Background: an optimization exercise with open tools, aiming at small area, a short achievable clock period and few clock cycles. Do not read the settings as production practice. Function was not checked in any run shown here: the RTL went through the layout flow alone. Power is estimated from default activity; no workload was simulated.

--- run.sh ---
#!/bin/bash
# synth_recipe.tcl (not shown) runs the flow's synth.tcl, then flattens the netlist and writes it again
# the make line also repeats each setting of config.mk as NAME=value (left out here)
make -C /OpenROAD-flow-scripts/flow DESIGN_CONFIG=/design/flow/config.mk WORK_HOME=/design/flow/orfs CLKGATE_MAP_FILE= SYNTH_SCRIPT=/design/flow/synth_recipe.tcl finish
--- constraint.sdc ---
create_clock -name core_clock -period 5.0 [get_ports {clk}]
set_input_delay 1.0000 -clock core_clock [delete_from_list [all_inputs] [get_ports {clk}]]
set_output_delay 1.0000 -clock core_clock [all_outputs]
set_load 0.01 [all_outputs]
--- design.v ---
module axi_lite_slave #(
    parameter ADDR_WIDTH = 6,
    parameter DATA_WIDTH = 32
)(
    input  logic                   clk,
    input  logic                   resetn,
    input  logic [ADDR_WIDTH-1:0]  AWADDR,
    input  logic                   AWVALID,
    output logic                   AWREADY,
    input  logic [DATA_WIDTH-1:0]  WDATA,
    input  logic                   WVALID,
    output logic                   WREADY,
    output logic [1:0]             BRESP,
    output logic                   BVALID,
    input  logic                   BREADY,
    input  logic [ADDR_WIDTH-1:0]  ARADDR,
    input  logic                   ARVALID,
    output logic                   ARREADY,
    output logic [DATA_WIDTH-1:0]  RDATA,
    output logic [1:0]             RRESP,
    output logic                   RVALID,
    input  logic                   RREADY
);
    localparam NWORDS = 1 << ADDR_WIDTH;
    logic [DATA_WIDTH-1:0] mem[0:NWORDS-1];
    assign BRESP = 2'b00;
    assign RRESP = 2'b00;
    localparam LO_W = ADDR_WIDTH / 2;
    localparam HI_W = ADDR_WIDTH - LO_W;
    logic                  wh_v;        
    logic [(1<<HI_W)-1:0]  we_hi;       
    logic [(1<<LO_W)-1:0]  we_lo;       
    logic [ADDR_WIDTH-1:0] wa1;
    logic                  wa1_v;
    logic [2:0]            bcnt;        
    wire aw_hs = AWVALID && AWREADY;
    wire w_hs  = WVALID && WREADY;
    wire b_hs  = BVALID && BREADY;
    logic [2:0] bcnt_n;
    always_comb begin
        case ({w_hs, b_hs})
            2'b10:   bcnt_n = bcnt + 3'd1;
            2'b01:   bcnt_n = bcnt - 3'd1;
            default: bcnt_n = bcnt;
        endcase
    end
    wire wpop    = w_hs || !wh_v;       
    wire wh_v_n  = wpop ? (wa1_v || aw_hs) : 1'b1;
    wire wa1_v_n = wpop ? (wa1_v && aw_hs) : (wa1_v || aw_hs);
    wire [ADDR_WIDTH-1:0] wh_a_n = wa1_v ? wa1 : AWADDR;
    wire wready_n = wh_v_n && !bcnt_n[2];
    always_ff @(posedge clk) begin
        if (aw_hs && !(wpop && !wa1_v)) wa1 <= AWADDR;
    end
    always_ff @(posedge clk or negedge resetn) begin
        if (!resetn) begin
            we_hi <= '0;
            we_lo <= '0;
        end else if (wpop) begin
            for (int j = 0; j < (1<<HI_W); j++)
                we_hi[j] <= (wh_a_n[ADDR_WIDTH-1:LO_W] == j);
            for (int j = 0; j < (1<<LO_W); j++)
                we_lo[j] <= (wh_a_n[LO_W-1:0] == j);
        end
    end
    genvar gi;
    generate
        for (gi = 0; gi < NWORDS; gi = gi + 1) begin : g_word
            always_ff @(posedge clk)
                if (w_hs && we_hi[gi >> LO_W] && we_lo[gi % (1<<LO_W)]) mem[gi] <= WDATA;
        end
    endgenerate
    always_ff @(posedge clk or negedge resetn) begin
        if (!resetn) begin
            wh_v    <= 1'b0;
            wa1_v   <= 1'b0;
            bcnt    <= 3'd0;
            BVALID  <= 1'b0;
            AWREADY <= 1'b0;
            WREADY  <= 1'b0;
        end else begin
            wh_v    <= wh_v_n;
            wa1_v   <= wa1_v_n;
            bcnt    <= bcnt_n;
            BVALID  <= (bcnt_n != 3'd0);
            AWREADY <= !wa1_v_n;
            WREADY  <= wready_n;
        end
    end
    logic [ADDR_WIDTH-1:0] q0, q1;
    logic [NWORDS-1:0]     q0_oh;
    logic                  q0_v, q1_v;
    wire ar_hs = ARVALID && ARREADY;
    wire rload = q0_v && (!RVALID || RREADY);
    wire q0_v_n = rload ? (q1_v || ar_hs) : (q0_v || ar_hs);
    wire q1_v_n = rload ? (q1_v && ar_hs) : (q1_v || (q0_v && ar_hs));
    wire rvalid_n = rload || (RVALID && !RREADY);
    wire [1:0] occ_n = {1'b0, q0_v_n} + {1'b0, q1_v_n} + {1'b0, rvalid_n};
    wire [ADDR_WIDTH-1:0] q0_n = (rload || !q0_v) ? (q1_v ? q1 : ARADDR) : q0;
    logic [DATA_WIDTH-1:0] rd;
    always_comb begin
        rd = '0;
        for (int i = 0; i < NWORDS; i++)
            rd = rd | ({DATA_WIDTH{q0_oh[i]}} & mem[i]);
    end
    always_ff @(posedge clk) begin
        q0 <= q0_n;
        for (int i = 0; i < NWORDS; i++)
            q0_oh[i] <= (q0_n == i);
        if (ar_hs) q1 <= ARADDR;
    end
    always_ff @(posedge clk or negedge resetn) begin
        if (!resetn)
            RDATA <= '0;
        else if (rload)
            RDATA <= rd;
    end
    always_ff @(posedge clk or negedge resetn) begin
        if (!resetn) begin
            q0_v    <= 1'b0;
            q1_v    <= 1'b0;
            RVALID  <= 1'b0;
            ARREADY <= 1'b0;
        end else begin
            q0_v    <= q0_v_n;
            q1_v    <= q1_v_n;
            RVALID  <= rvalid_n;
            ARREADY <= (occ_n != 2'd3);
        end
    end
endmodule
--- config.mk ---
export PLATFORM = sky130hd
export DESIGN_NAME = axi_lite_slave
export DESIGN_NICKNAME = axi_lite_slave
export VERILOG_FILES = /design/flow/design.v
export SDC_FILE = /design/flow/constraint.sdc
export NUM_CORES = 4
export LEC_CHECK = 0
export ABC_CLOCK_PERIOD_IN_PS = 2300
export CAP_MARGIN = 20
export CORE_MARGIN = 2
export CORE_UTILIZATION = 65
export CTS_CLUSTER_DIAMETER = 60
export CTS_CLUSTER_SIZE = 20
export SETUP_SLACK_MARGIN = 2.7
export SLEW_MARGIN = 20
==> metrics.csv, run 1 <==
metric,value,unit
per-cell routed wire length,54.2,µm
DRC,0,
total number of placement rows,127,
most frequent cells in the layout,"edfxtp_1 (2060), a22oi_1 (510), a22o_1 (268)",
first-pass detailed-route iteration total,14,
critical path start-end classification,flop to flop,
buffer levels on the longest clock path,3,
number of antenna violations at the first check in global routing,23,
vias in the first global route,46500,
Post-synth top flop,edfxtp_1,
unrepaired setup endpoints after global routing,true,
wire length of the first global-routing pass,415000,µm
count of hold-fix buffers inserted at cts,0,
"Cell Area, Synth",78000,µm²
die width,350,µm
clock slew at reported path FFs,0.08,ns
path category of the worst min-delay check,input pin to asynchronous set/reset pin,
share of the synthesized area in the top cell type,79.3,%
detailed-route wire length,328000,µm
maximum vdd drop,0.000393,V
worst reg2reg setup slack,2.39,ns
setup-violating endpoint count in the final report,0,
WP data arrival,3.02,ns
launching element type of the critical path,flop,
status,no timing/DRC/antenna violations,
insertion delay to the later sink of the worst-skew pair,0.81,ns
r2r startpoint,we_hi[1],
Tmin final,2.61,ns
kind of cell adding the most delay to the critical path,flip-flops,
number of buffers added by the clock tree synthesis step,143,
top achievable clock speed,0.383,GHz
Layout fillers,7135,
Total Die Area,123000,µm²
mean number of vias per cell,8.55,
Worst Clk Skew,0.0253,ns
max-cap viol count,0,
power density over the cells,459,nW/µm²
post-route fraction of the period consumed by the critical path,52.2,%
count of cells along the worst register-to-register path,1,
multi-input gate area in the final layout,13300,µm²
overall track demand over capacity in global routing,52.3,%
leakage dissipation,0.0275,µW
clock sink total,2190,
end-of-flow core utilization,73.4,%
number of flops mapped to enable cells by yosys,2060,
core area,119000,µm²
asr flop ratio synth,2.74,%
Critical R2R Capture,mem[14][18],
Critical Path End Type,flop,
via count,51700,
Slew HR,11.1,%
CTS tree,built,
largest stage delay on the critical path,1.12,ns
initial drt markers,12400,
Synth area leader,edfxtp_1,
number of H-tree branching levels,4,
Worst path depth,1,
root buffer selected by CTS,clkbuf_16,
io pins,92,
remaining global-route overflow,0,
layout cell share with drive strength beyond 1,17.5,%
"most common cell after layout, fill and taps aside",edfxtp_1,
storage element area,64900,µm²
remaining number of nets flagged by the antenna check after routing,0,
proportion of synthesized chip area in sequential cells,83.0,%
crit path buf inv count,0,
mean post-synth cell area,19.2,µm²
Port-buffer cells,87,
total of flip-flops plus latches after synthesis,2190,
# nets final,4369,
final number of max-transition violations,0,
die height,350,µm
"Cell Chain, Critical Path",and3_2,
transition at the pin with the smallest max-transition slack,1.33,ns
starting density of the core,65.3,%
Synthesis Warnings,2,
Post-Route Setup TNS,0,ns
Final GP Congestion,0.936,
CP max-delay cell,dfrtp_1,
final hold violations,0,
pin count of the biggest net entering global routing,65,
post-synth cell types,45,
layout overhead on the synthesized area,12.3,%
maximum fanout along the worst path,17,
dominant cells by area after synthesis,"edfxtp_1 (79%), a22oi_1 (4.9%), a22o_1 (3.0%), a221oi_1 (2.4%), dfrtp_1 (1.9%)",
gate count of the mapped netlist,4056,
endpoint required time on the critical path,5.41,ns
detailed placement HPWL,161000,µm
cell type report:
cell class / instances / area share (%)
inverters: 18 / 0.0799
diodes: 18 / 0.0514
well taps: 1612 / 2.30
multi-input cells: 1694 / 15.2
clock buffers: 181 / 4.53
repair buffers: 268 / 2.96
clock inverters: 71 / 0.799
flip-flops and latches: 2190 / 74.1
routing by layer:
metal | wire length (µm) | track usage [%] | up-vias
li1 | - | - | 17800
met1 | 98400 | 67.0 | 25600
met5 | 1200 | 0.510 | -
met4 | 31400 | 35.5 | 51
met3 | 66800 | 25.8 | 1712
met2 | 130000 | 70.5 | 6533
cells in the mapped netlist, types with 2 or more instances:
master	count
nand2_1	32
o32ai_1	6
a21oi_1	37
o31ai_1	2
o21ai_0	5
inv_1	18
and2_1	6
nand2_2	6
mux2_2	2
clkbuf_1	68
a22o_1	268
o32ai_4	4
o32ai_2	4
a22oi_1	512
dfrtp_1	60
mux2i_1	9
nor2_1	103
edfxtp_1	2060
o21bai_1	2
a221oi_1	213
dfxtp_1	70
fa_1	2
nand3_1	96
a221oi_2	43
buf_6	12
nor4_1	32
xor2_1	2
nand4_1	128
buf_2	131
and3_1	64
buf_1	5
nor3_1	32
o21a_1	2
buf_4	6
o32a_1	2
nand2b_1	3
repair_timing:
item,4_1_cts,5_1_grt
setup endpoints to repair,2184,906
resized for setup,246,100
pin swaps,5,25
setup buffers,38,21
gates cloned,48,18
kinds of logic after synthesis:
logic type,count (synthesis),synth area share (%)
adder cells (fa/ha/maj),3,0.0674
buffers and inverters,240,1.51
XOR/XNOR,3,0.0337
other,1,0.00481
AND/OR/NAND/NOR,505,3.41
AO/OA/AOI/OAI,1103,11.8
flip-flops,2190,83.0
multiplexers,11,0.144
stage by stage:
stage	hold WS [ns]	total power (µW)	cell area (µm²)	worst slack (ns)	cells
finish	0.355	40200	87700	2.39	6052
global route	0.324	40600	87600	2.49	6039
CTS	0.344	39200	86800	2.30	5993
detailed placement	0.470	26800	81100	1.11	5655
global placement	0.467	26700	81100	1.19	5655
floorplan	0.442	23900	78400	2.46	4059
power breakdown:
group	internal, µW	switching, µW	leakage (µW)
Combinational	1870	3950	0.00542
Clock	6220	6260	0.00228
Sequential	20600	1370	0.0198
flip-flops by register name (all words and copies together), names as in the netlist, 6 cells and up:
| signal | flops |
|---|---|
| RDATA | 32 |
| q0_oh | 64 |
| mem | 2048 |
| we_hi | 8 |
| q0 | 6 |
| q1 | 6 |
| we_lo | 8 |
| wa1 | 6 |
worst max path at each step:
stage | startpoint | endpoint | slack, ns
after floorplan | WVALID | BVALID | 2.46
after global placement | WVALID | mem[61][23] | 1.19
after detailed placement | WVALID | mem[61][23] | 1.11
after CTS | RREADY | RDATA[26] | 2.30
after global routing | RDATA[30] | RDATA[30] | 2.49
final | we_hi[1] | mem[14][18] | 2.39
==> run 2, diff against run 1 <==
--- a/config.mk
+++ b/config.mk
@@ -13,3 +13,3 @@
 export CTS_CLUSTER_SIZE = 20
-export SETUP_SLACK_MARGIN = 2.7
+export SETUP_SLACK_MARGIN = 2.55
 export SLEW_MARGIN = 20
==> run 2 against run 1 <==
Combinational power is 7.7% lower. Synthesized cell count stayed put. Area after synthesis stayed put. Via count is 4.7% lower. Total power is 1.8% lower. Highest routed layer unchanged. Global-route usage is 2.2 points lower.
==> metrics.csv, run 2 <==
metric,value,unit,change
final hold violations,0,,unchanged
"most common cell after layout, fill and taps aside",edfxtp_1,,
most frequently used cell type in the post-synthesis netlist,edfxtp_1,,
Hold WS,0.290,ns,-0.0644 ns
dominant cells by area after synthesis,"edfxtp_1 (79%), a22oi_1 (4.9%), a22o_1 (3.0%), a221oi_1 (2.4%), dfrtp_1 (1.9%)",,
commonest cells in the synthesized netlist,"edfxtp_1 (2060), a22oi_1 (512), a22o_1 (268), a221oi_1 (213), buf_2 (131)",,
gate count of the mapped netlist,4056,,unchanged
worst reg2reg setup slack,2.40,ns,about the same
critical path start-end classification,input pin to flop,,
top achievable clock speed,0.379,GHz,-1.1%
first-pass detailed-route iteration total,8,,-6
number of antenna violations at the first check in global routing,23,,unchanged
number of flops mapped to enable cells by yosys,2060,,unchanged
top flop regs,"mem: 2048 flops, q0_oh: 64 flops, RDATA: 32 flops",,
insertion delay to the later sink of the worst-skew pair,0.82,ns,about the same
buffer levels on the longest clock path,3,,unchanged
proportion of synthesized chip area in sequential cells,83.0,%,unchanged
remaining number of nets flagged by the antenna check after routing,0,,unchanged
Port-buffer cells,87,,unchanged
Critical R2R Capture,RDATA[8],,
core area,119000,µm²,unchanged
Top reg by flops,mem,,
Final GP Congestion,0.899,,-4.0%
io pins,92,,unchanged
# placed instances,5657,,+0.035%
Post-synth top flop,edfxtp_1,,
final number of max-transition violations,0,,unchanged
layout cell share with drive strength beyond 1,15.2,%,-2.3 points
die width,350,µm,unchanged
asr flop ratio synth,2.74,%,unchanged
number of buffers added by the clock tree synthesis step,143,,unchanged
most frequent cells in the layout,"edfxtp_1 (2060), a22oi_1 (511), a22o_1 (268)",,
number of H-tree branching levels,4,,unchanged
Worst Clk Skew,0.0299,ns,+0.00459 ns
Critical Path End Type,flop,,
CTS tree,built,,
remaining global-route overflow,0,,unchanged
share of the synthesized area in the top cell type,79.3,%,unchanged
final design instance area without fill,86100,µm²,-1.7%
post-route fraction of the period consumed by the critical path,52.8,%,+0.56 points
max-cap viol count,0,,unchanged
number of flip-flops in the largest register,2048,,unchanged
Setup WS post-layout,2.36,ns,-0.0279 ns
unrepaired setup endpoints after global routing,true,,
launching element type of the critical path,input pin,,
r2r startpoint,q0_oh[12],,
Slew HR,20.9,%,+9.8 points
clock slew at reported path FFs,0.08,ns,about the same
post-synth cell types,45,,unchanged
status,no timing/DRC/antenna violations,,
count of cells along the worst register-to-register path,6,,+5
setup-violating endpoint count in the final report,0,,unchanged
"number of standard cells in the layout, taps in and fillers out",5956,,-1.6%
Layout fillers,7328,,+2.7%
Synthesis Warnings,2,,unchanged
die height,350,µm,unchanged
mean number of vias per cell,8.28,,-3.2%
post-detailed-placement cell area,81000,µm²,about the same
DRC,0,,unchanged
root buffer selected by CTS,clkbuf_16,,
"Cell Area, Synth",78000,µm²,unchanged
pre-CTS worst setup slack,1.23,ns,+0.110 ns
starting density of the core,65.3,%,unchanged
Total Die Area,123000,µm²,unchanged
vias in the first global route,45800,,-1.4%
layout overhead on the synthesized area,10.4,%,
maximum fanout along the worst path,32,,+15
via count,49300,,-4.7%
total number of placement rows,127,,unchanged
detailed-route wire length,306000,µm,-6.9%
per-cell routed wire length,51.3,µm,-5.4%
mean post-synth cell area,19.2,µm²,unchanged
detailed placement HPWL,159000,µm,-0.78%
endpoint required time on the critical path,5.43,ns,+0.02 ns
wire length of the first global-routing pass,401000,µm,-3.4%
leakage dissipation,0.0269,µW,-2.1%
Tmin final,2.64,ns,+0.0279 ns
initial drt markers,11300,,-8.6%
clock sink total,2190,,unchanged
WP data arrival,3.07,ns,+0.05 ns
count of hold-fix buffers inserted at cts,0,,unchanged
overall track demand over capacity in global routing,50.1,%,-2.2 points
total of flip-flops plus latches after synthesis,2190,,unchanged
pin count of the biggest net entering global routing,65,,unchanged
transition at the pin with the smallest max-transition slack,1.19,ns,-0.147 ns
path category of the worst min-delay check,input pin to asynchronous set/reset pin,,
# nets final,4272,,-2.2%
Synth area leader,edfxtp_1,,
power density over the cells,458,nW/µm²,about the same
maximum vdd drop,0.000420,V,+6.9%
Post-Route Setup TNS,0,ns,unchanged
[run 2: cell counts after synthesis]
Identical to the previous run, type by type.
[run 2: cell families (layout without fill, tap and decap cells)]
family,count (synthesis),after routing,share of synthesized area [%]
compound gates,1103,1103,11.8
simple gates,505,518,3.41
buf+inv,240,496,1.51
fa+ha+maj,3,3,0.0674
xor+xnor,3,3,0.0337
flops,2190,2190,83.0
mux,11,11,0.144
other cells,1,20,0.00481
[run 2: area by class of cell]
type	instances	area, µm²	area share [%]
well taps	1612	2020	2.34
diodes	16	40.0	0.0465
flip-flops and latches	2190	64900	75.3
inverters	18	70.1	0.0813
clock inverters	64	589	0.684
multi-input cells	1642	12700	14.7
repair buffers	223	1770	2.06
clock buffers	191	4130	4.79
[run 2: per-stage QoR]
step / power, µW / util [%]
finish: 39500 / 72.1
global route: 40000 / 72.1
CTS: 38900 / 71.9
detailed placement: 26800 / 67.8
global placement: 26700 / 67.8
floorplan: 23900 / -
[run 2: timing repair]
item | in CTS | in global routing
gates cloned | 12 | 1
hold endpoints to repair | 0 | 0
pin swaps | 5 | 2
gates resized for setup | 189 | 25
endpoints found under the setup margin | 2123 | 254
setup buffers | 11 | 2
[run 2: power breakdown]
part | switching, µW | total (µW) | internal (µW)
logic | 3780 | 5370 | 1600
clock network | 6260 | 12500 | 6230
registers | 1070 | 21600 | 20600
[run 2: metal layers]
| layer | vias to the layer above | track usage [%] | routed length [µm] |
|---|---|---|---|
| li1 | 17500 | - | - |
| met1 | 24700 | 66.6 | 96600 |
| met2 | 5827 | 69.3 | 127000 |
| met3 | 1225 | 21.5 | 58000 |
| met4 | 18 | 29.9 | 24000 |
| met5 | - | 0 | 128 |
[run 2: how the worst max path moves through the flow]
stage                        start     endpoint  slack [ns]  cells past startpoint
final                       WVALID   mem[58][5]        2.36                      3
after global routing        WVALID  mem[34][10]        2.48                      3
after CTS                 RDATA[6]     RDATA[6]        2.33                      1
after detailed placement    WVALID  mem[60][22]        1.23                      4
after global placement      WVALID  mem[60][28]        1.23                      4
after floorplan             WVALID       BVALID        2.46                      9
[run 2: critical path: stages]
cell and delay, ns:
dlygate4sd2_1 0.35, and2_2 0.66, and3_4 1.00
==> run 3, diff against run 2 <==
--- a/config.mk
+++ b/config.mk
@@ -13,3 +13,3 @@
 export CTS_CLUSTER_SIZE = 20
-export SETUP_SLACK_MARGIN = 2.55
+export SETUP_SLACK_MARGIN = 3.0
 export SLEW_MARGIN = 20
==> run 3 against run 2 <==
Synthesized cell count unchanged. Non-clock buffer count increased by 254. Total power increased by 5.6%. Die area unchanged. Flip-flop and latch count unchanged. Global-route usage increased by 5.2 points. Clock-buffer cell count decreased by 9. Critical path depth decreased by 2. Via count increased by 8.9%. Area after synthesis unchanged. Critical path type is now flop to output port.
==> metrics.csv, run 3 <==
metric,value,unit,change
post-route fraction of the period consumed by the critical path,52.1,%,-0.66 points
unrepaired setup endpoints after global routing,true,,
sequential power share,52.6,%,-2.2 points
combinational group share of total power,16.5,%,+2.9 points
power density over the cells,451,nW/µm²,-1.6%
remaining global-route overflow,0,,unchanged
layout overhead on the synthesized area,18.4,%,
io pins,92,,unchanged
kind of cell adding the most delay to the critical path,flip-flops,,
"Cell Area, Synth",78000,µm²,unchanged
Slew HR,21.5,%,+0.65 points
gate count of the mapped netlist,4056,,unchanged
final hold violations,0,,unchanged
path category of the worst min-delay check,input pin to asynchronous set/reset pin,,
endpoint required time on the critical path,4.00,ns,-1.43 ns
starting density of the core,65.3,%,unchanged
detailed placement HPWL,160000,µm,+0.20%
vias in the first global route,48400,,+5.7%
most frequently used cell type in the post-synthesis netlist,edfxtp_1,,
Final GP Congestion,0.921,,+2.4%
via count,53700,,+8.9%
number of flops mapped to enable cells by yosys,2060,,unchanged
crit path buf inv count,1,,unchanged
remaining number of nets flagged by the antenna check after routing,0,,unchanged
clock slew at reported path FFs,0.09,ns,about the same
WP data arrival,1.61,ns,-1.46 ns
maximum fanout along the worst path,2,,-94%
per-cell routed wire length,54.3,µm,+5.9%
maximum vdd drop,0.000521,V,+24%
Synthesis Warnings,2,,unchanged
die width,350,µm,unchanged
number of H-tree branching levels,4,,unchanged
CP max-delay cell,dfrtp_2,,
mean post-synth cell area,19.2,µm²,unchanged
Post-synth top flop,edfxtp_1,,
pin count of the biggest net entering global routing,65,,unchanged
mean number of vias per cell,8.56,,+3.4%
final number of max-transition violations,0,,unchanged
total number of placement rows,127,,unchanged
launching element type of the critical path,flop,,
wire length of the first global-routing pass,436000,µm,+8.9%
Total Die Area,123000,µm²,unchanged
most frequent cells in the layout,"edfxtp_1 (2060), a22oi_1 (506), a22o_1 (266)",,
core area,119000,µm²,unchanged
status,no timing/DRC/antenna violations,,
r2r startpoint,WREADY,,
root buffer selected by CTS,clkbuf_16,,
max-cap viol count,0,,unchanged
Setup WS post-layout,2.39,ns,+0.0330 ns
overall track demand over capacity in global routing,55.3,%,+5.2 points
proportion of synthesized chip area in sequential cells,83.0,%,unchanged
total of flip-flops plus latches after synthesis,2190,,unchanged
internal power summed over all cells,29500,µW,+3.8%
number of antenna violations at the first check in global routing,24,,+4.3%
# nets final,4589,,+7.4%
die height,350,µm,unchanged
Post-Route Setup TNS,0,ns,unchanged
asr flop ratio synth,2.74,%,unchanged
Synth area leader,edfxtp_1,,
Worst Clk Skew,0.0474,ns,+0.0175 ns
number of buffers added by the clock tree synthesis step,144,,+0.70%
leakage dissipation,0.0295,µW,+9.4%
post-synth cell types,45,,unchanged
switching part of the total,29.3,%,+1.2 points
initial drt markers,12900,,+14%
Critical path origin,RDATA[23],,
first-pass detailed-route iteration total,14,,+6
clock sink total,2190,,unchanged
layout cell share with drive strength beyond 1,24.6,%,+9.5 points
buffer levels on the longest clock path,3,,unchanged
"Cell Chain, Critical Path",buf_6,,
"most common cell after layout, fill and taps aside",edfxtp_1,,
commonest cells in the synthesized netlist,"edfxtp_1 (2060), a22oi_1 (512), a22o_1 (268), a221oi_1 (213), buf_2 (131)",,
Layout fillers,6522,,-11%
detailed-route wire length,341000,µm,+12%
clock power share,30.9,%,-0.7 points
transition at the pin with the smallest max-transition slack,1.18,ns,-0.00967 ns
critical path start-end classification,flop to output port,,
Critical Path End Type,output port,,
pre-CTS worst setup slack,1.44,ns,+0.218 ns
Top reg by flops,mem,,
largest stage delay on the critical path,0.59,ns,-0.41 ns
top flop regs,"mem: 2048 flops, q0_oh: 64 flops, RDATA: 32 flops",,
CTS tree,built,,
share of the synthesized area in the top cell type,79.3,%,unchanged
number of flip-flops in the largest register,2048,,unchanged
dominant cells by area after synthesis,"edfxtp_1 (79%), a22oi_1 (4.9%), a22o_1 (3.0%), a221oi_1 (2.4%), dfrtp_1 (1.9%)",,
Switch Pwr,12200,µW,+10%
top achievable clock speed,0.384,GHz,+1.3%
setup-violating endpoint count in the final report,0,,unchanged
DRC,0,,unchanged
Port-buffer cells,87,,unchanged
insertion delay to the later sink of the worst-skew pair,0.84,ns,+0.02 ns
Tmin final,2.61,ns,-0.0330 ns
==> run 3: cell types whose count changed in the layout (fill, tap and decap cells not counted), sizes merged, moves of 8 or more <==
cell / delta
and3: +55
clkinv: -12
buf: +255
clkinvlp: +8
==> run 3: cell families after synthesis <==
kind of cell / Yosys count / share of synthesized area (%)
simple gates: 505 / 3.41
compound gates: 1103 / 11.8
xor+xnor: 3 / 0.0337
flops: 2190 / 83.0
fa+ha+maj: 3 / 0.0674
mux: 11 / 0.144
other cells: 1 / 0.00481
buf+inv: 240 / 1.51
==> run 3: layout make-up <==
cell class / count / area [µm²] / share of cell area (%)
sequential: 2190 / 65000 / 70.3
multi-input combinational: 1704 / 14300 / 15.4
inverter: 18 / 72.6 / 0.0785
clock inverter: 70 / 779 / 0.843
timing repair buffer: 477 / 6110 / 6.62
clock buffer: 182 / 4100 / 4.43
antenna: 22 / 55.1 / 0.0596
tap: 1612 / 2020 / 2.18
==> run 3: worst paths after layout <==
path	end	slack (ns)	cells after the start
max	RDATA[23]	2.39	1
min	RDATA[17]	0.42	1
max reg2reg	mem[8][3]	2.76	5
min reg2reg	q0[5]	0.52	2
max in group asynchronous	we_lo[1]	3.47	2
min in group core_clock	q0[5]	0.52	2
==> run 3: per-stage QoR <==
step | utilization, % | total power [µW] | cell area, µm² | hold slack [ns] | instances
5_1_grt | 77.3 | 41900 | 92400 | 0.382 | 6258
2_1_floorplan | - | 24000 | 78600 | 0.442 | 4059
3_3_place_gp | 67.9 | 26800 | 81100 | 0.475 | 5656
3_5_place_dp | 67.9 | 26900 | 81100 | 0.464 | 5656
4_1_cts | 75.8 | 40300 | 90600 | 0.328 | 6167
6_report | 77.3 | 41700 | 92400 | 0.421 | 6275
==> run 3: what timing repair did <==
item	4_1_cts	5_1_grt
hold buffers	0	0
pin swaps	62	49
cloned	74	3
gates resized for setup	493	120
setup buffers	185	81
endpoints found under the setup margin	2214	495
==> run 3: power groups by stage <==
stage	Combinational [µW]	Sequential, µW	Clock (µW)
after global routing	6820	21800	13300
after detailed placement	4990	21900	0
final	6900	21900	12900
after floorplan	2700	21300	0
after CTS	5910	21800	12700
after global placement	4900	21900	0
==> run 3: layer usage <==
layer	track usage (%)	vias up	wire length (µm)	part of all wire, %
met2	72.9	7008	134000	39
li1	-	18300	-	-
met5	6.75	-	1520	0.45
met1	67.2	26300	98300	29
met3	31.0	2065	71200	21
met4	41.1	57	35300	10

[afterwards: timing with drivers on the ports]
The flow's constraints put no driver on any port. The routed layouts listed below were extracted and timed again, unchanged, in two steps. Step 1: set_driving_cell puts a clkbuf_16 on clk and a buf_2 on each other input, an assumption about the parent block. Step 2 times the ports against the registers' clock, not the clock port: input delays grow and output delays shrink by t, the midpoint of the rising clock arrivals with the driver on. Three values: ideal, step 1, step 2; two values: the first two.
| run | shift t [ns] | setup slack, ns | hold slack, ns |
|---|---|---|---|
| run 1 | 0.879 | 2.389 / 2.389 / 1.697 | 0.355 / 0.297 / 0.493 |
| run 2 | 0.887 | 2.361 / 2.400 / 1.536 | 0.290 / 0.238 / 0.497 |
| run 3 | 0.901 | 2.394 / 2.310 / 1.985 | 0.421 / 0.366 / 0.524 |
After both steps every run listed still meets setup and hold. The setup slack of run 2, which loses most, moves by +0.039 ns with the drivers and by -0.825 ns with both steps.
